This is an optimization exercise on Yosys and OpenROAD, whose aim is small area, not a production implementation.
In this exercise RTL edits were held to simulation tests only and were not proved equivalent to the original.
Power and IR drop assume default switching activity.

==> flow/design.v <==
`timescale 1ns / 1ps
module vdo_format_detect (
  input         aclk,
  input         aresetn,
  input         s_axis_video_tlast,
  input         s_axis_video_tuser,
  input         s_axis_video_tvalid,
  output logic [11:0] pxlCnt,
  output logic [11:0] latchPxlCnt,
  output logic [11:0] lnCnt,
  output logic [11:0] latchLnCnt,
  output logic        oneSecPulse,
  output logic [5:0]  frameCnt,
  output logic [12:0] avgPxlCnt,
  output logic [12:0] avgLnCnt,
  output logic [1:0]  frameFormat
);
logic        eol, sof;
logic [2:0]  secondsCnt;
logic [11:0] avgPxl, avgLn;
logic [12:0] pxlSum, lnSum;
logic [12:0] pc, lc;       
logic [12:0] pic, lic;     
logic        pk, lk;       
logic        pe1, pe0, le1, le0, ae1, ae0, be1, be0;
assign eol = s_axis_video_tlast & s_axis_video_tvalid;
assign sof = s_axis_video_tuser & s_axis_video_tvalid;
assign pc[0] = 1'b0;
assign lc[0] = 1'b0;
assign pic[0] = s_axis_video_tvalid;
assign lic[0] = eol;
genvar gi;
generate
  for (gi = 0; gi < 12; gi++) begin : g_bit
    assign pxlSum[gi] = pxlCnt[gi] ^ latchPxlCnt[gi] ^ pc[gi];
    assign pc[gi+1]   = (pxlCnt[gi] & latchPxlCnt[gi]) | (pc[gi] & (pxlCnt[gi] ^ latchPxlCnt[gi]));
    assign lnSum[gi]  = lnCnt[gi] ^ latchLnCnt[gi] ^ lc[gi];
    assign lc[gi+1]   = (lnCnt[gi] & latchLnCnt[gi]) | (lc[gi] & (lnCnt[gi] ^ latchLnCnt[gi]));
    assign pic[gi+1]  = pic[gi] & pxlCnt[gi];
    assign lic[gi+1]  = lic[gi] & lnCnt[gi];
  end
endgenerate
assign pxlSum[12] = pc[12];
assign lnSum[12]  = lc[12];
assign pk  = aresetn & !eol;
assign pe1 = aresetn & eol;
assign pe0 = aresetn & !eol;
always_ff @(posedge aclk) begin
  pxlCnt      <= {12{pk}} & (pxlCnt ^ pic[11:0]);
  latchPxlCnt <= ({12{pe1}} & pxlCnt) | ({12{pe0}} & latchPxlCnt);
end
assign lk  = aresetn & !sof;
assign le1 = aresetn & sof;
assign le0 = aresetn & !sof;
always_ff @(posedge aclk) begin
  lnCnt      <= {12{lk}} & (lnCnt ^ lic[11:0]);
  latchLnCnt <= ({12{le1}} & lnCnt) | ({12{le0}} & latchLnCnt);
end
localparam logic [17:0] TB_M = 18'd137625;
localparam logic [17:0] TB_Q = 18'd144179;
logic [17:0] tbReg, tbX;
logic        tbFb;
assign tbX = tbReg ^ TB_M;
assign oneSecPulse = (tbX == TB_Q);
assign tbFb = tbX[17] ^ tbX[10] ^ oneSecPulse;
always_ff @(posedge aclk) begin
  tbReg <= {18{aresetn}} & ({tbX[16:0], tbFb} ^ TB_M);
end
always_ff @(posedge aclk) begin
  if (!aresetn)         secondsCnt <= 0;
  else if (oneSecPulse) secondsCnt <= secondsCnt + 3'd1;
end
always_ff @(posedge aclk) begin
  if (!aresetn)         frameCnt <= 0;
  else if (oneSecPulse) frameCnt <= 0;
  else if (sof & (frameCnt != 6'd63)) frameCnt <= frameCnt + 6'd1;
end
assign ae1 = aresetn & eol & ((|lnCnt[11:2]) | (&lnCnt[1:0]));
assign ae0 = aresetn & !(eol & ((|lnCnt[11:2]) | (&lnCnt[1:0])));
assign be1 = aresetn & sof & ((|frameCnt[5:2]) | (&frameCnt[1:0]));
assign be0 = aresetn & !(sof & ((|frameCnt[5:2]) | (&frameCnt[1:0])));
always_ff @(posedge aclk) begin
  avgPxl <= ({12{ae1}} & pxlSum[12:1]) | ({12{ae0}} & avgPxl);
  avgLn  <= ({12{be1}} & lnSum[12:1])  | ({12{be0}} & avgLn);
end
assign avgPxlCnt = {1'b0, avgPxl};
assign avgLnCnt  = {1'b0, avgLn};
always_ff @(posedge aclk) begin
  if (!aresetn) frameFormat <= 2'd0;
  else if (oneSecPulse & (secondsCnt[2] | secondsCnt[1])) begin
    if ((avgPxl == 12'd0) | (avgLn == 12'd0))
      frameFormat <= 2'd0;
    else if ((avgPxl <= 12'd1280) & (avgLn <= 12'd1600))
      frameFormat <= 2'd1;
    else if ((avgPxl > 12'd1900) & (avgLn > 12'd1600))
      frameFormat <= 2'd3;
  end
end
endmodule
==> flow/flow/run.sh <==
#!/bin/bash
# Layout flow: the standard synthesis, then the combinational logic between the
# registers is mapped again by ABC with an area-oriented script (registers and their
# names are kept as the standard synthesis made them), then the standard ORFS layout
# with sky130_fd_sc_hd__buf_1 port buffers and a clock tree without dummy loads.
set -euo pipefail
WORK=$(pwd)
RES=$WORK/orfs/results/$FLOW_PLATFORM/vdo_format_detect/base
LIB=$FLOW_HOME/platforms/sky130hd/lib/sky130_fd_sc_hd__tt_025C_1v80.lib
YOSYS=$FLOW_HOME/../tools/install/yosys/bin/yosys

bash standard.sh synth > synth.log 2>&1

cp $RES/1_2_yosys.v $WORK/std_synth.v
sed 's/sky130_fd_sc_hd__dfxtp_1 /KEEPDFF /; s/sky130_fd_sc_hd__conb_1 /KEEPTIE /' \
  $WORK/std_synth.v > $WORK/resyn_in.v
DU=""
for c in $(sed -n '/^export DONT_USE_CELLS/,/^$/p' $FLOW_HOME/platforms/sky130hd/config.mk | tr -d '\\' | grep -o 'sky130_fd_sc_hd__[a-z0-9_]*'); do
  DU="$DU -dont_use $c"
done
cat > $WORK/resyn.ys <<EOT
read_liberty -wb -ignore_miss_func $LIB
read_verilog $WORK/flow/keep.v
read_verilog $WORK/resyn_in.v
hierarchy -top $FLOW_TOP
flatten -wb
delete A:scopeinfo
opt_clean
abc -script $WORK/flow/resyn.abc -liberty $LIB $DU
opt_clean -purge
setundef -zero
splitnets
opt_clean -purge
stat -liberty $LIB
write_verilog -noattr -noexpr -nohex -nodec $WORK/resyn_out.v
EOT
$YOSYS -s $WORK/resyn.ys > resyn.log 2>&1
sed 's/KEEPDFF /sky130_fd_sc_hd__dfxtp_1 /; s/KEEPTIE /sky130_fd_sc_hd__conb_1 /' $WORK/resyn_out.v \
  | awk '/^module KEEP/{skip=1} !skip{print} /^endmodule/{skip=0}' > $RES/1_2_yosys.v
rm -f $RES/1_synth.odb

bash standard.sh \
  BUFFER_PORTS_ARGS="-buffer_cell sky130_fd_sc_hd__buf_1" \
  CTS_ARGS="-sink_clustering_enable -repair_clock_nets -dont_use_dummy_load" \
  finish > standard.log 2>&1
==> flow/flow/keep.v <==
(* blackbox *)
module KEEPDFF(input CLK, input D, output Q);
endmodule
(* blackbox *)
module KEEPTIE(output HI, output LO);
endmodule
==> flow/flow/resyn.abc <==
strash
&get -n
&st
&syn2
&dch -f
&nf -a
&put
mfs2 -a
strash
&get -n
&dch -f
&nf -a
&put
topo
==> flow/standard.sh <==
#!/bin/bash
# synth_recipe.tcl (not shown) runs the flow's synth.tcl, then flattens the netlist and writes it again
# the make line also repeats each setting of config.mk as NAME=value (left out here)
make -C /OpenROAD-flow-scripts/flow DESIGN_CONFIG=/design/flow/config.mk WORK_HOME=/design/flow/orfs CLKGATE_MAP_FILE= SYNTH_SCRIPT=/design/flow/synth_recipe.tcl "${@:-finish}"
==> flow/config.mk <==
export PLATFORM = sky130hd
export DESIGN_NAME = vdo_format_detect
export DESIGN_NICKNAME = vdo_format_detect
export VERILOG_FILES = /design/flow/design.v
export SDC_FILE = /design/flow/constraint.sdc
export NUM_CORES = 4
export LEC_CHECK = 0
export CAP_MARGIN = 20
export CORE_MARGIN = 2
export CORE_UTILIZATION = 40
export SLEW_MARGIN = 20
==> flow/constraint.sdc <==
create_clock -name core_clock -period 5.0 [get_ports {aclk}]
set_input_delay 1.0000 -clock core_clock [delete_from_list [all_inputs] [get_ports {aclk}]]
set_output_delay 1.0000 -clock core_clock [all_outputs]
set_load 0.01 [all_outputs]
==> flow_summary_export.csv, run 1 <==
group,metric,value,unit
status,status,"no timing/DRC/antenna violations",
route,drt_wl_total,9.02,mm
global_routing,first_global_vias,3077,
power,ir_drop,0.162,mV
critical_path,r2r_cells,12,
finish,nNetsFinal,544,
sta,tightest_slew,1.04,ns
clock_network,root_buffer,"clkbuf_8",
clock_network,cts_buffers,9,
floorplanning,dieWidth,105,um
sta,report.final.setup_viol,0,
run,cap_violations,0,
route,drtIter0Drc,119,
route,drc,0,
route,routedWlPerCell,13.5,um
finish,syn2layout_area_growth,15.6,%
route,vias,3348,
sta,fin_ws,0.492,ns
global_routing,antenna_found_initial,0,
floorplanning,initial_core_util,41.3,%
clock_network,clk_latency,0.37,ns
clock_network,post-cts-setup-buffers,0,
critical_path,endpoint_kind,"register",
global_routing,overflow,0,
clock_network,post_cts_resized,0,
sta,fin_setup_tns,0,ns
route,ant_nets,0,
route,drt_pass1_iterations,4,
global_routing,grt_pass1_wl,15.2,mm
critical_path,startpoint_type,"register",
clock_network,clkTransAtPathRegs,0.09,ns
clock_network,htreeDepth,3,
sta,hold_viol_final,0,
floorplanning,ios,88,
logic_synthesis,ys_warn_count,1,
logic_synthesis,avgSynthCellArea,9.18,um2
hold_path,hp-class,"reg -> reg",
sta,fmax,222,MHz
floorplanning,dieHeight,105,um
power,power_density,282,nW/um2
route,avgViaCountPerCell,5.00,
placed_design,post-place-ws,0.500,ns
clock_network,postCtsHoldBufs,0,
sta,layout_min_cycle_time,4.51,ns
floorplanning,core,9770,um2
placed_design,hpwl,6.47,mm
sta,period_share,90.2,%
logic_synthesis,synthesis.instances,440,
global_routing,grtUsageTotal,17.1,%
logic_synthesis,synth_area,4040,um2
floorplanning,rows,36,
critical_path,cp.arrival,4.73,ns
clock_network,ctsLongestPathBuffers,2,
clock_network,cts_tree,"done",
finish,diodes,0,
finish,drive_above_1_share,2.23,%
sta,rsz0062_at_grt,"no",
critical_path,worstPathMaxFanout,9,
sta,slew_headroom,29.8,%
placed_design,io_buffers,85,
placed_design,place.gp.congestion,0.754,
power,p_leak,0.00177,uW
sta,slew_viol_final,0,
hold_path,hold_depth,1,
critical_path,required,5.22,ns
clock_network,clock_sinks,101,
sta,finClkSkew,0.0283,ns
finish,fill_cells,981,
critical_path,critPathKind,"reg -> reg",
global_routing,grt_max_degree,65,
floorplanning,die_area,10900,um2
[worst max-delay path: stages, from the launching register on]
cell     delay, ns
dfxtp_1       0.47
xor2_1        0.26
a31oi_1       0.17
maj3_1        0.42
maj3_1        0.40
maj3_1        0.40
maj3_1        0.40
maj3_1        0.41
maj3_1        0.40
maj3_1        0.40
maj3_1        0.39
xnor2_1       0.17
a21oi_1       0.09
[report_power, final]
group / switching [uW] / total [uW] / internal, uW
Sequential: 17.3 / 840 / 822
Combinational: 45.4 / 71.6 / 26.2
Clock: 242 / 404 / 162
Total: 304 / 1310 / 1010
[layer usage]
layer	vias up	track usage [%]	share of wire, %
met3	10	6.39	6.7
li1	1766	-	-
met5	-	0	0
met1	1505	22.1	47
met2	67	27.0	45
met4	0	4.05	0.95
[state kept, by name, indices dropped and copies added, names as in the netlist, 3 cells and up]
| name | count |
|---|---|
| secondsCnt | 3 |
| frameCnt | 6 |
| tbReg | 18 |
| lnCnt | 12 |
| latchPxlCnt | 12 |
| pxlCnt | 12 |
| avgPxl | 12 |
| latchLnCnt | 12 |
| avgLn | 12 |
[final timing paths]
kind         startpoint   endpoint  slack [ns]
max            lnCnt[2]  avgLn[10]        0.49
min            tbReg[8]   tbReg[9]        0.39
max reg2reg    lnCnt[2]  avgLn[10]        0.49
min reg2reg    tbReg[8]   tbReg[9]        0.39
[cells in the final DEF (no fill, tap or decap), drive strengths merged]
cell,instances
or4,1
and2,16
and3,10
nor4,6
nand3b,1
a211o,1
a31oi,6
nand4,2
maj3,16
a31o,1
nand2,22
clkbuf,10
and4,1
o31ai,2
nor3b,2
clkinv,2
nor3,19
a21oi,43
a211oi,4
or3,1
o211ai,2
dfxtp,101
nor2b,8
nor2,56
buf,86
xor2,23
a41o,1
a22o,11
nand2b,1
and4b,1
o21ai,48
conb,2
xnor2,27
nand3,4
[cell type report]
type | instances | area [um2] | share of cell area (%)
Clock buffer | 9 | 124 | 2.65
Tap cell | 133 | 166 | 3.56
Sequential cell | 101 | 2020 | 43.3
Timing Repair Buffer | 87 | 335 | 7.18
Multi-Input combinational cell | 338 | 2010 | 43.1
Inverter | 2 | 7.51 | 0.161
[stage by stage]
stage / utilization (%) / total power (uW) / std cells / hold slack (ns) / cell area [um2]
after floorplan: - / 901 / 441 / 0.385 / 4040
after global placement: 46.5 / 929 / 661 / 0.398 / 4550
after detailed placement: 46.5 / 931 / 661 / 0.402 / 4550
after CTS: 47.8 / 1340 / 670 / 0.393 / 4670
after global routing: 47.8 / 1380 / 670 / 0.415 / 4670
final: 47.8 / 1310 / 670 / 0.391 / 4670
==> run 2, diff against run 1 <==
--- a/flow/design.v
+++ b/flow/design.v
@@ -56,15 +56,17 @@
   lnCnt      <= {12{lk}} & (lnCnt ^ lic[11:0]);
   latchLnCnt <= ({12{le1}} & lnCnt) | ({12{le0}} & latchLnCnt);
 end
-localparam logic [17:0] TB_M = 18'd137625;
+localparam logic [17:0] TB_P = 18'd174762;
+localparam logic [17:0] TB_R = 18'd45875;
 localparam logic [17:0] TB_Q = 18'd144179;
 logic [17:0] tbReg, tbX;
 logic        tbFb;
-assign tbX = tbReg ^ TB_M;
+assign tbX = tbReg ^ TB_P;
 assign oneSecPulse = (tbX == TB_Q);
 assign tbFb = tbX[17] ^ tbX[10] ^ oneSecPulse;
 always_ff @(posedge aclk) begin
-  tbReg <= {18{aresetn}} & ({tbX[16:0], tbFb} ^ TB_M);
+  if (!aresetn) tbReg <= TB_R;
+  else          tbReg <= {tbX[16:0], tbFb} ^ TB_P;
 end
 always_ff @(posedge aclk) begin
   if (!aresetn)         secondsCnt <= 0;
==> flow/flow/run.sh (replaced) <==
#!/bin/bash
# Layout flow: the standard synthesis first (its register names are kept), then
# gen_netlist.py writes the design's gate-level netlist (datapath as cells, control
# logic mapped by ABC with an area script), which replaces the synthesized netlist;
# then the standard ORFS layout with sky130_fd_sc_hd__buf_1 port buffers and a
# clock tree of small buffers without dummy loads.
set -euo pipefail
WORK=$(pwd)
RES=$WORK/orfs/results/$FLOW_PLATFORM/vdo_format_detect/base
LIB=$FLOW_HOME/platforms/sky130hd/lib/sky130_fd_sc_hd__tt_025C_1v80.lib
YOSYS=$FLOW_HOME/../tools/install/yosys/bin/yosys

bash standard.sh synth > synth.log 2>&1
cp $RES/1_2_yosys.v $WORK/std_synth.v

python3 $WORK/flow/gen_netlist.py $WORK/std_synth.v $WORK/gen_netlist.v > gen_netlist.log 2>&1

DU=""
for c in $(sed -n '/^export DONT_USE_CELLS/,/^$/p' $FLOW_HOME/platforms/sky130hd/config.mk | tr -d '\\' | grep -o 'sky130_fd_sc_hd__[a-z0-9_]*'); do
  DU="$DU -dont_use $c"
done
cat > $WORK/map.ys <<EOT
read_liberty -lib $LIB
read_verilog $WORK/gen_netlist.v
hierarchy -check -top $FLOW_TOP
proc
opt -full
techmap
opt -fast
abc -script $WORK/flow/resyn.abc -liberty $LIB $DU
opt_clean -purge
splitnets
opt_clean -purge
hilomap -singleton -hicell sky130_fd_sc_hd__conb_1 HI -locell sky130_fd_sc_hd__conb_1 LO
opt_clean -purge
check -assert -mapped
stat -liberty $LIB
write_verilog -noattr -noexpr -nohex -nodec $WORK/map_out.v
EOT
$YOSYS -s $WORK/map.ys > map.log 2>&1
cp $WORK/map_out.v $RES/1_2_yosys.v
rm -f $RES/1_synth.odb

bash standard.sh \
  BUFFER_PORTS_ARGS="-buffer_cell sky130_fd_sc_hd__buf_1" \
  CTS_ARGS="-sink_clustering_enable -repair_clock_nets -dont_use_dummy_load" \
  finish > standard.log 2>&1
==> flow/flow/gen_netlist.py (new file) <==
#!/usr/bin/env python3
"""Write the gate-level netlist of vdo_format_detect used by this flow.

usage: gen_netlist.py STD_NETLIST OUT.v

The regular datapath (counter carry chains, the two averaging adders and the
load/hold selection of the latched and averaged registers) is written as
sky130_fd_sc_hd cell instances; the remaining control logic is written as
assign statements for Yosys/ABC to map. Each register is a
sky130_fd_sc_hd__dfxtp_1 carrying the instance name that the standard synthesis
(STD_NETLIST) gave the register driving the same net, so the registers pair by
name with the standard synthesis.
"""
import re, sys

std = open(sys.argv[1]).read()
# register instance names of the standard synthesis, keyed by the net on Q
names = {}
for m in re.finditer(r'sky130_fd_sc_hd__dfxtp_\d+\s+(\\\S+|\S+)\s*\((.*?)\);', std, re.S):
    q = re.search(r'\.Q\(\s*(\\\S+\s|[^)\s]+)\s*\)', m.group(2)).group(1).strip()
    names[q.lstrip('\\')] = m.group(1)

L = []          # body lines
W = set()       # declared wires
n = [0]

def wire(name):
    W.add(name)
    return name

def cell(typ, **pins):
    n[0] += 1
    conns = ", ".join(f".{p}({v})" for p, v in pins.items())
    L.append(f"  sky130_fd_sc_hd__{typ} g{n[0]} ({conns});")

def assign(lhs, rhs):
    L.append(f"  assign {lhs} = {rhs};")

def b(v, i):
    return f"{v}[{i}]"

used = set()
def ff(q, d):
    key = q.replace(' ', '')
    if key not in names:
        sys.exit(f"no standard register drives {key}")
    used.add(key)
    L.append(f"  sky130_fd_sc_hd__dfxtp_1 {names[key]} (.CLK(aclk), .D({d}), .Q({q}));")

# ---------------- control
assign(wire("eol"), "s_axis_video_tlast & s_axis_video_tvalid")
assign(wire("sof"), "s_axis_video_tuser & s_axis_video_tvalid")

# ---------------- pixel counter: pxlCnt <= (reset | eol) ? 0 : pxlCnt + tvalid
assign(wire("pk"), "aresetn & ~eol")
c = "s_axis_video_tvalid"
for i in range(12):
    s = wire(f"pxs{i}")
    if i < 11:
        co = wire(f"pxc{i+1}")
        cell("ha_1", A=b("pxlCnt", i), B=c, SUM=s, COUT=co)
        c = co
    else:
        assign(s, f"pxlCnt[11] ^ {c}")
    d = wire(f"pxd{i}")
    assign(d, f"pk & {s}")
    ff(b("pxlCnt", i), d)

# latchPxlCnt <= reset ? 0 : eol ? pxlCnt : latchPxlCnt
assign(wire("pe1"), "aresetn & eol")
assign(wire("pe0"), "aresetn & ~eol")
for i in range(12):
    d = wire(f"lpd{i}")
    cell("a22o_1", A1="pe1", A2=b("pxlCnt", i), B1="pe0", B2=b("latchPxlCnt", i), X=d)
    ff(b("latchPxlCnt", i), d)

# ---------------- line counter: lnCnt <= (reset | sof) ? 0 : lnCnt + eol
assign(wire("lk"), "aresetn & ~sof")
c = "eol"
for i in range(12):
    s = wire(f"lns{i}")
    if i < 11:
        co = wire(f"lnc{i+1}")
        cell("ha_1", A=b("lnCnt", i), B=c, SUM=s, COUT=co)
        c = co
    else:
        assign(s, f"lnCnt[11] ^ {c}")
    d = wire(f"lnd{i}")
    assign(d, f"lk & {s}")
    ff(b("lnCnt", i), d)

assign(wire("le1"), "aresetn & sof")
assign(wire("le0"), "aresetn & ~sof")
for i in range(12):
    d = wire(f"lld{i}")
    cell("a22o_1", A1="le1", A2=b("lnCnt", i), B1="le0", B2=b("latchLnCnt", i), X=d)
    ff(b("latchLnCnt", i), d)

# ---------------- averages: avg <= en ? (a + b) >> 1 : avg
def average(a, bb, q, en, tag):
    assign(wire(f"{tag}e1"), f"aresetn & {en}")
    assign(wire(f"{tag}e0"), f"aresetn & ~({en})")
    c = wire(f"{tag}c1")
    cell("and2_0", A=b(a, 0), B=b(bb, 0), X=c)
    for i in range(1, 12):
        s = wire(f"{tag}s{i}")
        co = wire(f"{tag}c{i+1}")
        cell("fa_1", A=b(a, i), B=b(bb, i), CIN=c, SUM=s, COUT=co)
        c = co
    for i in range(12):
        src = f"{tag}s{i+1}" if i < 11 else c
        d = wire(f"{tag}d{i}")
        cell("a22o_1", A1=f"{tag}e1", A2=src, B1=f"{tag}e0", B2=b(q, i), X=d)
        ff(b(q, i), d)

average("pxlCnt", "latchPxlCnt", "avgPxlCnt", "eol & ((|lnCnt[11:2]) | (&lnCnt[1:0]))", "ap")
average("lnCnt", "latchLnCnt", "avgLnCnt", "sof & ((|frameCnt[5:2]) | (&frameCnt[1:0]))", "al")
cell("conb_1", LO="avgPxlCnt[12]", HI=wire("unused_hi"))
assign("avgLnCnt[12]", "avgPxlCnt[12]")

# ---------------- timebase (see the RTL): 18-bit LFSR stored with alternating
# polarity, so each shift stage is one NOR2 (reset value 0) or NAND2 (reset value 1)
TB_P, TB_R, TB_Q = 174762, 45875, 144179
W.add("tbReg[17:0]"); W.add("tbX[17:0]")
assign(wire("rst"), "~aresetn")
assign("tbX", f"tbReg ^ 18'd{TB_P}")
assign("oneSecPulse", f"tbX == 18'd{TB_Q}")
assign(wire("tbN0"), f"aresetn ? (tbX[17] ^ tbX[10] ^ oneSecPulse ^ 1'b{TB_P & 1}) : 1'b{TB_R & 1}")
ff("tbReg[0]", "tbN0")
for i in range(1, 18):
    d = wire(f"tbN{i}")
    assert ((TB_P >> i) ^ (TB_P >> (i - 1))) & 1
    if (TB_R >> i) & 1:
        cell("nand2_1", A="aresetn", B=f"tbReg[{i-1}]", Y=d)
    else:
        cell("nor2_1", A="rst", B=f"tbReg[{i-1}]", Y=d)
    ff(f"tbReg[{i}]", d)

# ---------------- secondsCnt, frameCnt, frameFormat
W.add("secondsCnt[2:0]"); W.add("scN[2:0]")
assign("scN", "aresetn ? (oneSecPulse ? secondsCnt + 3'd1 : secondsCnt) : 3'd0")
for i in range(3):
    ff(f"secondsCnt[{i}]", f"scN[{i}]")
W.add("fcN[5:0]")
assign("fcN", "(aresetn & ~oneSecPulse) ? ((sof & ~(&frameCnt)) ? frameCnt + 6'd1 : frameCnt) : 6'd0")
for i in range(6):
    ff(f"frameCnt[{i}]", f"fcN[{i}]")
W.add("ffN[1:0]")
assign(wire("ffUpd"), "oneSecPulse & (secondsCnt[2] | secondsCnt[1])")
assign(wire("ffZ"), "(avgPxlCnt[11:0] == 12'd0) | (avgLnCnt[11:0] == 12'd0)")
assign(wire("ffA"), "(avgPxlCnt[11:0] <= 12'd1280) & (avgLnCnt[11:0] <= 12'd1600)")
assign(wire("ffB"), "(avgPxlCnt[11:0] > 12'd1900) & (avgLnCnt[11:0] > 12'd1600)")
assign("ffN", "~aresetn ? 2'd0 : ~ffUpd ? frameFormat : ffZ ? 2'd0 : ffA ? 2'd1 : ffB ? 2'd3 : frameFormat")
for i in range(2):
    ff(f"frameFormat[{i}]", f"ffN[{i}]")

missing = set(names) - used
if missing:
    sys.exit(f"standard registers not made here: {sorted(missing)}")

out = open(sys.argv[2], "w")
out.write("""module vdo_format_detect (aclk, aresetn, s_axis_video_tlast, s_axis_video_tuser,
  s_axis_video_tvalid, pxlCnt, latchPxlCnt, lnCnt, latchLnCnt, oneSecPulse, frameCnt,
  avgPxlCnt, avgLnCnt, frameFormat);
  input aclk, aresetn, s_axis_video_tlast, s_axis_video_tuser, s_axis_video_tvalid;
  output [11:0] pxlCnt, latchPxlCnt, lnCnt, latchLnCnt;
  output oneSecPulse;
  output [5:0] frameCnt;
  output [12:0] avgPxlCnt, avgLnCnt;
  output [1:0] frameFormat;
""")
for w in sorted(W):
    if "[" in w:
        nm, rng = w.split("[")
        out.write(f"  wire [{rng} {nm};\n")
    else:
        out.write(f"  wire {w};\n")
out.write("\n".join(L) + "\nendmodule\n")
removed: flow/flow/keep.v
==> run 2 against run 1 <==
Still clean; global-route usage about the same; final area down 1.2%; area after synthesis fell by 3.7%; first-iteration DRC count fell by 23%; sequential cell count stayed put; largest cell class unchanged; highest routed layer unchanged.
==> flow_summary_export.csv, run 2 <==
group,metric,value,unit
floorplanning,dieWidth,103,um
finish,drive_above_1_share,8.67,%
power,ir_drop,0.152,mV
placed_design,place.gp.congestion,0.814,
sta,layout_min_cycle_time,4.84,ns
clock_network,ctsLongestPathBuffers,2,
sta,report.final.setup_viol,0,
placed_design,io_buffers,85,
route,drc,0,
finish,syn2layout_area_growth,18.7,%
critical_path,critPathLaunch,"latchLnCnt[0]",
finish,diodes,0,
clock_network,root_buffer,"clkbuf_8",
route,drt_pass1_iterations,4,
critical_path,required,5.26,ns
placed_design,hpwl,6.35,mm
finish,largest_reg_flops,18,
clock_network,cts_tree,"done",
critical_path,cp.arrival,5.10,ns
route,drtIter0Drc,92,
global_routing,grtUsageTotal,17.0,%
global_routing,grt_max_degree,37,
floorplanning,initial_core_util,41.7,%
hold_path,worstHoldStart,"tbReg[7]",
clock_network,htreeDepth,3,
floorplanning,ios,88,
critical_path,rrSetupSlack,0.16,ns
finish,top_register,"tbReg",
route,drt_wl_total,8.50,mm
clock_network,post-cts-setup-buffers,0,
sta,period_share,96.9,%
clock_network,clkTransAtPathRegs,0.10,ns
logic_synthesis,synthesis.instances,322,
hold_path,hp-class,"reg -> reg",
critical_path,startpoint_type,"register",
finish,fill_cells,876,
clock_network,cts_buffers,9,
status,status,"no timing/DRC/antenna violations",
floorplanning,dieHeight,103,um
sta,hold_viol_final,0,
sta,rsz0062_at_grt,"no",
critical_path,worstPathMaxFanout,2,
sta,finalHoldWorstSlack,0.387,ns
global_routing,first_global_vias,2775,
floorplanning,die_area,10500,um2
critical_path,critPathKind,"reg -> reg",
critical_path,endpoint_kind,"register",
sta,slew_viol_final,0,
floorplanning,core,9330,um2
sta,slew_headroom,36.9,%
route,ant_nets,0,
logic_synthesis,avgSynthCellArea,12.1,um2
global_routing,grt_pass1_wl,13.9,mm
logic_synthesis,ys_warn_count,1,
clock_network,clk_latency,0.35,ns
clock_network,clock_sinks,101,
sta,fmax,206,MHz
route,routedWlPerCell,15.3,um
logic_synthesis,synth_area,3890,um2
route,vias,2878,
power,power_density,274,nW/um2
route,avgViaCountPerCell,5.18,
finish,nNetsFinal,478,
global_routing,overflow,0,
sta,finClkSkew,0.0249,ns
sta,tightest_slew,0.943,ns
floorplanning,rows,35,
finish,layout_commonest_cell,"dfxtp_1",
run,cap_violations,0,
finish,mostFrequentLayoutCells,"dfxtp_1, buf_1, a22o_1",
critical_path,rr_startpoint,"latchLnCnt[0]",
global_routing,antenna_found_initial,0,
finish,final_util,49.5,%
power,p_leak,0.00202,uW
-- run 2: power breakdown --
| group | total, uW | switching (uW) | internal (uW) |
|---|---|---|---|
| Sequential | 823 | 7.01 | 816 |
| Combinational | 46.5 | 32.4 | 14.1 |
| Clock | 396 | 234 | 162 |
| Total | 1270 | 274 | 992 |
-- run 2: final timing paths --
| path | cells past startpoint | to |
|---|---|---|
| max | 13 | avgLn[10] |
| max reg2reg | 13 | avgLn[10] |
| min reg2reg | 1 | tbReg[8] |
| min | 1 | tbReg[8] |
-- run 2: worst max-delay path: stages, from the launching register on --
cell and delay, ns:
dfxtp_1 0.32, and2_0 0.16, fa_1 0.40, fa_2 0.36, fa_2 0.35, fa_2 0.35
fa_2 0.35, fa_2 0.35, fa_2 0.35, fa_2 0.34, fa_1 0.40, fa_2 0.35
fa_1 0.43, a22o_1 0.23
-- run 2: per-layer routing --
metal  vias up  global-route usage, %  share of wire [%]
met3         6                   4.41                5.9
li1       1404                      -                  -
met4         0                   4.82               0.89
met1      1396                   24.4                 48
met5         -                      0                  0
met2        72                   25.6                 45
-- run 2: area by class of cell --
type | instances | area [um2] | area share [%]
Inverter | 5 | 18.8 | 0.407
Clock buffer | 9 | 124 | 2.68
Tap cell | 129 | 161 | 3.50
Multi-Input combinational cell | 217 | 1890 | 41.0
Sequential cell | 101 | 2020 | 43.8
Timing Repair Buffer | 95 | 394 | 8.54
-- run 2: repair_timing --
action | in CTS | in global routing
hold buffers | 0 | 0
resized for setup | 7 | 7
setup endpoints to repair | 4 | 4
endpoints found under the hold margin | 0 | 0
-- run 2: through the flow --
step	area (um2)	setup slack [ns]	cells	power (uW)	TNS [ns]
floorplan	3900	-0.00528	323	866	-0.00528
global placement	4460	-0.0938	547	889	-0.188
detailed placement	4460	-0.152	547	889	-0.419
CTS	4600	0.00677	556	1280	0
global route	4620	0.0118	556	1320	0
finish	4620	0.157	556	1270	0
==> run 3, diff against run 2 <==
--- a/flow/flow/gen_netlist.py
+++ b/flow/flow/gen_netlist.py
@@ -47,24 +47,35 @@
     used.add(key)
     L.append(f"  sky130_fd_sc_hd__dfxtp_1 {names[key]} (.CLK(aclk), .D({d}), .Q({q}));")
 
+
+def counter(q, width, cin, clr, tag):
+    """q <= clr ? 0 : q + cin, as an XNOR/XOR and a NOR2 per bit; the carry chain
+    alternates NAND2 (inverted carry) and NOR2B (true carry)."""
+    c, true = cin, True
+    for i in range(width):
+        ns = wire(f"{tag}ns{i}")      # ~(q[i] ^ carry)
+        if true:
+            cell("xnor2_1", A=b(q, i), B=c, Y=ns)
+        else:
+            cell("xor2_1", A=b(q, i), B=c, X=ns)
+        d = wire(f"{tag}d{i}")
+        cell("nor2_1", A=ns, B=clr, Y=d)
+        ff(b(q, i), d)
+        if i < width - 1:
+            nc = wire(f"{tag}c{i+1}")
+            if true:
+                cell("nand2_1", A=b(q, i), B=c, Y=nc)
+            else:
+                cell("nor2b_1", A=c, B_N=b(q, i), Y=nc)
+            c, true = nc, not true
+
 # ---------------- control
 assign(wire("eol"), "s_axis_video_tlast & s_axis_video_tvalid")
 assign(wire("sof"), "s_axis_video_tuser & s_axis_video_tvalid")
 
 # ---------------- pixel counter: pxlCnt <= (reset | eol) ? 0 : pxlCnt + tvalid
-assign(wire("pk"), "aresetn & ~eol")
-c = "s_axis_video_tvalid"
-for i in range(12):
-    s = wire(f"pxs{i}")
-    if i < 11:
-        co = wire(f"pxc{i+1}")
-        cell("ha_1", A=b("pxlCnt", i), B=c, SUM=s, COUT=co)
-        c = co
-    else:
-        assign(s, f"pxlCnt[11] ^ {c}")
-    d = wire(f"pxd{i}")
-    assign(d, f"pk & {s}")
-    ff(b("pxlCnt", i), d)
+assign(wire("pclr"), "~aresetn | eol")
+counter("pxlCnt", 12, "s_axis_video_tvalid", "pclr", "px")
 
 # latchPxlCnt <= reset ? 0 : eol ? pxlCnt : latchPxlCnt
 assign(wire("pe1"), "aresetn & eol")
@@ -75,19 +86,8 @@
     ff(b("latchPxlCnt", i), d)
 
 # ---------------- line counter: lnCnt <= (reset | sof) ? 0 : lnCnt + eol
-assign(wire("lk"), "aresetn & ~sof")
-c = "eol"
-for i in range(12):
-    s = wire(f"lns{i}")
-    if i < 11:
-        co = wire(f"lnc{i+1}")
-        cell("ha_1", A=b("lnCnt", i), B=c, SUM=s, COUT=co)
-        c = co
-    else:
-        assign(s, f"lnCnt[11] ^ {c}")
-    d = wire(f"lnd{i}")
-    assign(d, f"lk & {s}")
-    ff(b("lnCnt", i), d)
+assign(wire("lclr"), "~aresetn | sof")
+counter("lnCnt", 12, "eol", "lclr", "ln")
 
 assign(wire("le1"), "aresetn & sof")
 assign(wire("le0"), "aresetn & ~sof")
@@ -137,14 +137,11 @@
     ff(f"tbReg[{i}]", d)
 
 # ---------------- secondsCnt, frameCnt, frameFormat
-W.add("secondsCnt[2:0]"); W.add("scN[2:0]")
-assign("scN", "aresetn ? (oneSecPulse ? secondsCnt + 3'd1 : secondsCnt) : 3'd0")
-for i in range(3):
-    ff(f"secondsCnt[{i}]", f"scN[{i}]")
-W.add("fcN[5:0]")
-assign("fcN", "(aresetn & ~oneSecPulse) ? ((sof & ~(&frameCnt)) ? frameCnt + 6'd1 : frameCnt) : 6'd0")
-for i in range(6):
-    ff(f"frameCnt[{i}]", f"fcN[{i}]")
+W.add("secondsCnt[2:0]")
+counter("secondsCnt", 3, "oneSecPulse", "rst", "sc")
+assign(wire("fcInc"), "sof & ~(&frameCnt)")
+assign(wire("fclr"), "~aresetn | oneSecPulse")
+counter("frameCnt", 6, "fcInc", "fclr", "fc")
 W.add("ffN[1:0]")
 assign(wire("ffUpd"), "oneSecPulse & (secondsCnt[2] | secondsCnt[1])")
 assign(wire("ffZ"), "(avgPxlCnt[11:0] == 12'd0) | (avgLnCnt[11:0] == 12'd0)")
--- a/flow/config.mk
+++ b/flow/config.mk
@@ -8,4 +8,5 @@
 export CAP_MARGIN = 20
 export CORE_MARGIN = 2
 export CORE_UTILIZATION = 40
+export GPL_TIMING_DRIVEN = 0
 export SLEW_MARGIN = 20
==> run 3 against run 2 <==
Fmax is 0.65% lower; still clean; synthesized cell count is 9.9% higher; non-clock buffer count is 9 lower; sequential share of layout area is 0.72 points higher; sequential cell count stayed put; critical path type unchanged; first-iteration DRC count is 52% lower; core utilization is 0.71 points lower; clock skew is 0.015 ns higher; clock power hardly changed; cell count is 4.1% higher; final area is 1.4% lower; total power hardly changed.
==> flow_summary_export.csv, run 3 <==
group,metric,value,unit
status,status,"no timing/DRC/antenna violations",
clock_network,cts_buffers,9,
sta,hold_viol_final,0,
hold_path,hold_depth,1,
route,drc,0,
clock_network,post-cts-setup-buffers,0,
critical_path,worstPathMaxFanout,3,
critical_path,cp_common_cell,"fa_2",
power,power_density,279,nW/um2
sta,finalHoldWorstSlack,0.388,ns
route,met1_length,3.88,mm
logic_synthesis,avgSynthCellArea,11.0,um2
placed_design,hpwl,6.06,mm
logic_synthesis,synthesis.instances,354,
clock_network,clock_sinks,101,
logic_synthesis,synth_area,3880,um2
finish,top_register,"tbReg",
clock_network,ctsLongestPathBuffers,2,
floorplanning,rows,35,
finish,drive_above_1_share,6.67,%
sta,period_share,97.5,%
clock_network,htreeDepth,3,
critical_path,required,5.24,ns
placed_design,io_buffers,85,
sta,slew_headroom,41.3,%
clock_network,post_cts_resized,8,
floorplanning,dieHeight,102,um
clock_network,clk_latency,0.37,ns
finish,layout_commonest_cell,"dfxtp_1",
critical_path,r2r_cells,13,
finish,fill_cells,916,
sta,finClkSkew,0.0398,ns
route,drtIter0Drc,44,
critical_path,cp.depth,13,
critical_path,critPathSlowestCell,"fa_1",
critical_path,cp_num_buf_inv,0,
finish,diodes,0,
route,highest_layer,"met4",
global_routing,grt_max_degree,19,
route,wl_met3,486,um
run,cap_violations,0,
critical_path,cp.arrival,5.12,ns
critical_path,endpoint_kind,"register",
global_routing,antenna_found_initial,0,
route,vias,2846,
global_routing,first_global_vias,2841,
sta,fmax,205,MHz
sta,layout_min_cycle_time,4.87,ns
floorplanning,dieWidth,102,um
floorplanning,die_area,10500,um2
route,drt_pass1_iterations,4,
power,ir_drop,0.140,mV
finish,largest_reg_flops,18,
sta,rsz0062_at_grt,"no",
finish,nNetsFinal,479,
power,total_power,1270,uW
route,routedWlPerCell,14.2,um
critical_path,crit_family,"adder cells",
finish,multi_input_area,1880,um2
critical_path,cp_slowest_stage_delay,0.44,ns
global_routing,grtUsageTotal,17.2,%
critical_path,startpoint_type,"register",
hold_path,hp-class,"reg -> reg",
route,dr_wl_met2,3.74,mm
critical_path,critPathKind,"reg -> reg",
clock_network,clkTransAtPathRegs,0.07,ns
finish,mostFrequentLayoutCells,"dfxtp_1, buf_1, nor2_1",
route,ant_nets,0,
sta,tightest_slew,0.877,ns
global_routing,grt_pass1_wl,13.9,mm
floorplanning,ios,88,
floorplanning,core,9330,um2
finish,syn2layout_area_growth,17.3,%
clock_network,postCtsHoldBufs,0,
clock_network,root_buffer,"clkbuf_8",
global_routing,overflow,0,
sta,report.final.setup_viol,0,
power,p_leak,0.00166,uW
placed_design,place.gp.congestion,0.805,
finish,seqCellArea,2030,um2
floorplanning,initial_core_util,41.6,%
clock_network,cts_tree,"done",
logic_synthesis,ys_warn_count,1,
sta,slew_viol_final,0,
route,avgViaCountPerCell,4.92,
critical_path,crit_chain,"and2_0, fa_2, fa_1, fa_1, fa_2, fa_2, fa_1, fa_2, fa_2, fa_2, fa_2, fa_1, a22o_1",
finish,final_util,48.8,%
route,drt_wl_total,8.24,mm
[run 3: report_power, final]
group	switching (uW)	internal [uW]	total (uW)
Combinational	30.9	12.0	42.9
Sequential	9.74	817	826
Clock	236	162	398
[run 3: layout make-up]
cell class,instances,area share (%)
tap,129,3.55
inverter,7,0.578
timing repair buffer,86,7.18
clock buffer,9,2.72
sequential,101,44.6
multi-input combinational,247,41.4
[run 3: metal layers]
| metal | track usage, % | vias up |
|---|---|---|
| li1 | - | 1410 |
| met1 | 22.4 | 1348 |
| met2 | 26.8 | 76 |
| met3 | 6.36 | 12 |
| met4 | 5.44 | 0 |
| met5 | 0 | - |
[run 3: worst paths after layout]
check / start / to / slack (ns)
worst max-delay path: latchPxlCnt[0] / avgPxl[10] / 0.13
worst min-delay path: tbReg[6] / tbReg[7] / 0.39
worst max register to register: latchPxlCnt[0] / avgPxl[10] / 0.13
worst min register to register: tbReg[6] / tbReg[7] / 0.39
[run 3: worst reg2reg max path, stage by stage (launching register included)]
cell     delay, ns
dfxtp_1       0.33
and2_0        0.17
fa_2          0.34
fa_1          0.38
fa_1          0.39
fa_2          0.35
fa_2          0.35
fa_1          0.39
fa_2          0.35
fa_2          0.35
fa_2          0.36
fa_2          0.35
fa_1          0.44
a22o_1        0.23
[run 3: per-stage QoR]
step	TNS, ns	std cells	cell area, um2	setup WS [ns]
2_1_floorplan	-0.00670	355	3890	-0.00670
3_3_place_gp	-0.438	569	4370	-0.188
3_5_place_dp	-0.540	570	4390	-0.225
4_1_cts	0	579	4530	0.00920
5_1_grt	0	579	4550	0.00833
6_report	0	579	4550	0.125
==> run 4, diff against run 3 <==
--- a/flow/design.v
+++ b/flow/design.v
@@ -59,10 +59,11 @@
 localparam logic [17:0] TB_P = 18'd174762;
 localparam logic [17:0] TB_R = 18'd45875;
 localparam logic [17:0] TB_Q = 18'd144179;
+localparam logic [17:0] TB_D = 18'd262106;
 logic [17:0] tbReg, tbX;
 logic        tbFb;
 assign tbX = tbReg ^ TB_P;
-assign oneSecPulse = (tbX == TB_Q);
+assign oneSecPulse = ((tbX ^ TB_Q) & TB_D) == 18'd0;
 assign tbFb = tbX[17] ^ tbX[10] ^ oneSecPulse;
 always_ff @(posedge aclk) begin
   if (!aresetn) tbReg <= TB_R;
--- a/flow/flow/run.sh
+++ b/flow/flow/run.sh
@@ -1,7 +1,8 @@
 #!/bin/bash
 # Layout flow: the standard synthesis first (its register names are kept), then
 # gen_netlist.py writes the design's gate-level netlist (datapath as cells, control
-# logic mapped by ABC with an area script), which replaces the synthesized netlist;
+# logic mapped by ABC: each flow/abc_*.abc script is tried and the smallest result
+# kept), which replaces the synthesized netlist;
 # then the standard ORFS layout with sky130_fd_sc_hd__buf_1 port buffers and a
 # clock tree of small buffers without dummy loads.
 set -euo pipefail
@@ -19,7 +20,11 @@
 for c in $(sed -n '/^export DONT_USE_CELLS/,/^$/p' $FLOW_HOME/platforms/sky130hd/config.mk | tr -d '\\' | grep -o 'sky130_fd_sc_hd__[a-z0-9_]*'); do
   DU="$DU -dont_use $c"
 done
-cat > $WORK/map.ys <<EOT
+# map the control logic with each ABC script in flow/ and keep the smallest netlist
+best=""; best_area=""
+for scr in $WORK/flow/abc_*.abc; do
+  k=$(basename $scr .abc)
+  cat > $WORK/map_$k.ys <<EOT
 read_liberty -lib $LIB
 read_verilog $WORK/gen_netlist.v
 hierarchy -check -top $FLOW_TOP
@@ -27,18 +32,23 @@
 opt -full
 techmap
 opt -fast
-abc -script $WORK/flow/resyn.abc -liberty $LIB $DU
+abc -script $scr -liberty $LIB $DU
 opt_clean -purge
 splitnets
 opt_clean -purge
 hilomap -singleton -hicell sky130_fd_sc_hd__conb_1 HI -locell sky130_fd_sc_hd__conb_1 LO
 opt_clean -purge
 check -assert -mapped
-stat -liberty $LIB
-write_verilog -noattr -noexpr -nohex -nodec $WORK/map_out.v
+tee -o $WORK/map_$k.stat stat -liberty $LIB
+write_verilog -noattr -noexpr -nohex -nodec $WORK/map_$k.v
 EOT
-$YOSYS -s $WORK/map.ys > map.log 2>&1
-cp $WORK/map_out.v $RES/1_2_yosys.v
+  $YOSYS -s $WORK/map_$k.ys > map_$k.log 2>&1
+  area=$(grep -o "Chip area for module.*: [0-9.]*" $WORK/map_$k.stat | grep -o "[0-9.]*$")
+  echo "$k $area" >> map_areas.txt
+  if [[ -z "$best" ]] || awk "BEGIN{exit !($area < $best_area)}"; then best=$k; best_area=$area; fi
+done
+echo "chosen $best $best_area" >> map_areas.txt
+cp $WORK/map_$best.v $RES/1_2_yosys.v
 rm -f $RES/1_synth.odb
 
 bash standard.sh \
==> flow/flow/abc_1.abc (new file) <==
strash
&get -n
&st
&syn2
&dch -f
&nf -a
&put
mfs2 -a
strash
&get -n
&dch -f
&nf -a
&put
topo
==> flow/flow/abc_2.abc (new file) <==
strash
&get -n
&st
&syn2
&dch -f
&nf -a
&put
mfs2 -a
strash
&get -n
&dch -f
&nf -a
&put
mfs2 -a
strash
&get -n
&dch -f
&nf -a
&put
==> flow/flow/abc_3.abc (new file) <==
strash
&get -n
&st
&syn2
&dch -f
&nf -a
&put
mfs2 -a
strash
&get -n
&dch -f
&nf -a
&put
mfs2 -a
strash
&get -n
&dch -f
&nf -a
&put
mfs2 -a
strash
&get -n
&dch -f
&nf -a
&put
mfs2 -a
strash
&get -n
&dch -f
&nf -a
&put
==> flow/flow/abc_4.abc (new file) <==
strash
&get -n
&st
&syn2
&dch -f
&nf -a
&put
mfs2 -a
strash
&get -n
&dch -f
&nf -a
&put
mfs2 -a
strash
&get -n
&dch -f
&nf -a
&put
 mfs2 -a
strash
&get -n
&st
&syn2
&dch -f
&nf -a
&put
--- a/flow/flow/gen_netlist.py
+++ b/flow/flow/gen_netlist.py
@@ -124,7 +124,7 @@
 W.add("tbReg[17:0]"); W.add("tbX[17:0]")
 assign(wire("rst"), "~aresetn")
 assign("tbX", f"tbReg ^ 18'd{TB_P}")
-assign("oneSecPulse", f"tbX == 18'd{TB_Q}")
+assign("oneSecPulse", f"((tbX ^ 18'd{TB_Q}) & 18'd262106) == 18'd0")
 assign(wire("tbN0"), f"aresetn ? (tbX[17] ^ tbX[10] ^ oneSecPulse ^ 1'b{TB_P & 1}) : 1'b{TB_R & 1}")
 ff("tbReg[0]", "tbN0")
 for i in range(1, 18):
removed: flow/flow/resyn.abc
==> run 4 against run 3 <==
Hold slack worse by 0.0092 ns; critical endpoint is now avgLn[10]; final area shrank 0.91%; register-to-register slack about the same; via count down 0.77%; synthesized cell count is 3.4% lower; largest power group unchanged; sequential cell count unchanged; combinational power down 3%; routed wire length down 0.82%; fmax about the same.
==> flow_summary_export.csv, run 4 <==
group,metric,value,unit
route,drt_wl_total,8.18,mm
clock_network,ctsLongestPathBuffers,2,
route,drtIter0Drc,37,
global_routing,grt_use_met1,21.1,%
finish,nNetsFinal,466,
finish,final_util,48.6,%
power,total_power,1270,uW
critical_path,cp.arrival,5.12,ns
floorplanning,core,9280,um2
sta,hold_viol_final,0,
clock_network,postCtsHoldBufs,0,
route,drc,0,
finish,stdcell_area,4510,um2
placed_design,dp_cells,557,
route,ant_nets,0,
route,vias,2824,
power,ir_drop,0.143,mV
status,status,"no timing/DRC/antenna violations",
finish,drive_above_1_share,6.86,%
finish,diodes,0,
clock_network,htreeDepth,3,
clock_network,clk_latency,0.36,ns
logic_synthesis,ys_warn_count,1,
hold_path,hold_depth,1,
critical_path,critPathKind,"reg -> reg",
critical_path,rrSetupSlack,0.13,ns
critical_path,required,5.25,ns
sta,report.final.setup_viol,0,
hold_path,hp-class,"reg -> reg",
route,avgViaCountPerCell,4.99,
global_routing,antenna_found_initial,0,
global_routing,grt_pass1_wl,13.2,mm
sta,rsz0062_at_grt,"no",
critical_path,startpoint_type,"register",
clock_network,clkTransAtPathRegs,0.09,ns
critical_path,endpoint_kind,"register",
floorplanning,initial_core_util,41.4,%
global_routing,grt.met3_usage,5.61,%
run,cap_violations,0,
floorplanning,die_area,10400,um2
placed_design,dpl_cell_area,4350,um2
floorplanning,rows,35,
logic_synthesis,avgSynthCellArea,11.2,um2
critical_path,r2r_cells,13,
floorplanning,dieWidth,102,um
power,power_density,282,nW/um2
sta,tightest_slew,1.03,ns
sta,fmax,205,MHz
clock_network,root_buffer,"clkbuf_8",
clock_network,cts_buffers,9,
finish,stdcell_count,566,
global_routing,grt.busiest_layer,"met2",
sta,slew_viol_final,0,
global_routing,grt_max_degree,18,
finish,layout_commonest_cell,"dfxtp_1",
route,routedWlPerCell,14.4,um
sta,slew_headroom,31.3,%
global_routing,met2_usage,26.1,%
placed_design,hpwl,6.06,mm
power,p_leak,0.00166,uW
sta,period_share,97.4,%
floorplanning,ios,88,
finish,largest_reg_flops,18,
clock_network,clock_sinks,101,
sta,layout_min_cycle_time,4.87,ns
clock_network,cts_tree,"done",
finish,syn2layout_area_growth,17.2,%
clock_network,post-cts-setup-buffers,0,
route,drt_pass1_iterations,4,
global_routing,overflow,0,
placed_design,place.gp.congestion,0.796,
logic_synthesis,synth_area,3850,um2
placed_design,io_buffers,85,
logic_synthesis,synthesis.instances,342,
floorplanning,dieHeight,102,um
finish,mostFrequentLayoutCells,"dfxtp_1, buf_1, nor2_1, a22o_1, nand2_1",
global_routing,first_global_vias,2732,
finish,top_register,"tbReg",
sta,finClkSkew,0.0292,ns
critical_path,worstPathMaxFanout,6,
global_routing,grtUsageTotal,16.2,%
-- run 4: critical path, cell delays in order (launching register included) --
cell	delay, ns
dfxtp_2	0.36
and2_0	0.16
fa_1	0.38
fa_2	0.36
fa_2	0.35
fa_2	0.35
fa_2	0.35
fa_2	0.35
fa_1	0.39
fa_2	0.36
fa_2	0.35
fa_2	0.34
fa_1	0.44
a22o_1	0.23
-- run 4: report_power, final --
group,internal [uW],total [uW],switching [uW]
registers,817,826,9.19
logic,12.2,41.5,29.4
clock network,162,405,243
-- run 4: cell type report --
cell class	count	area, um2
flip-flops and latches	101	2030
well taps	129	161
inverters	3	11.3
repair buffers	85	319
multi-input cells	239	1860
fillers	910	4780
clock buffers	9	124
-- run 4: per-layer routing --
metal	vias to the layer above	routed length, um
met4	0	62
met2	75	3800
li1	1384	-
met5	-	0
met1	1360	3800
met3	5	516
-- run 4: path summary, 6_finish.rpt --
path                                 from         to
worst min register to register  tbReg[13]  tbReg[14]
worst min-delay path            tbReg[13]  tbReg[14]
worst max-delay path             lnCnt[0]  avgLn[10]
worst max register to register   lnCnt[0]  avgLn[10]
-- run 4: what timing repair did --
action,4_1_cts,5_1_grt
setup endpoints to repair,4,4
pin swaps,0,1
gates resized for setup,8,8
gates cloned,0,0
-- run 4: metrics by stage --
stage | worst slack (ns) | setup TNS [ns] | hold WS [ns]
after detailed placement | -0.175 | -0.487 | 0.367
after floorplan | -0.00527 | -0.00527 | 0.350
after global routing | 0.0218 | 0 | 0.381
final | 0.129 | 0 | 0.379
after CTS | 0.00657 | 0 | 0.378
after global placement | -0.158 | -0.440 | 0.358

## port drivers added, routing unchanged
In the flow no input, the clock included, has a driving cell. The finished layouts below were timed again as built, in two steps.
Step 1 sets driving cells, clkbuf_16 on the clock port and buf_2 on the other inputs (assumed; they add their load-dependent delay and slew).
Step 2 moves the port delays by t, midway between the first and last clock arrival at a register: inputs arrive t later, outputs are due t later. That takes back most of the time a late clock gives input paths.
a / b / c = ideal / step 1 / step 2; a / b = the first two.
run | shift t [ns] | setup slack, ns | pins driven straight from the clock port
run 1 | 0.386 | 0.492 / 0.492 / 0.492 | 1
run 2 | 0.370 | 0.157 / 0.157 / 0.157 | 1
run 3 | 0.382 | 0.125 / 0.125 / 0.125 | 1
run 4 | 0.374 | 0.129 / 0.129 / 0.129 | 1
After both steps setup and hold are still met in every run listed.
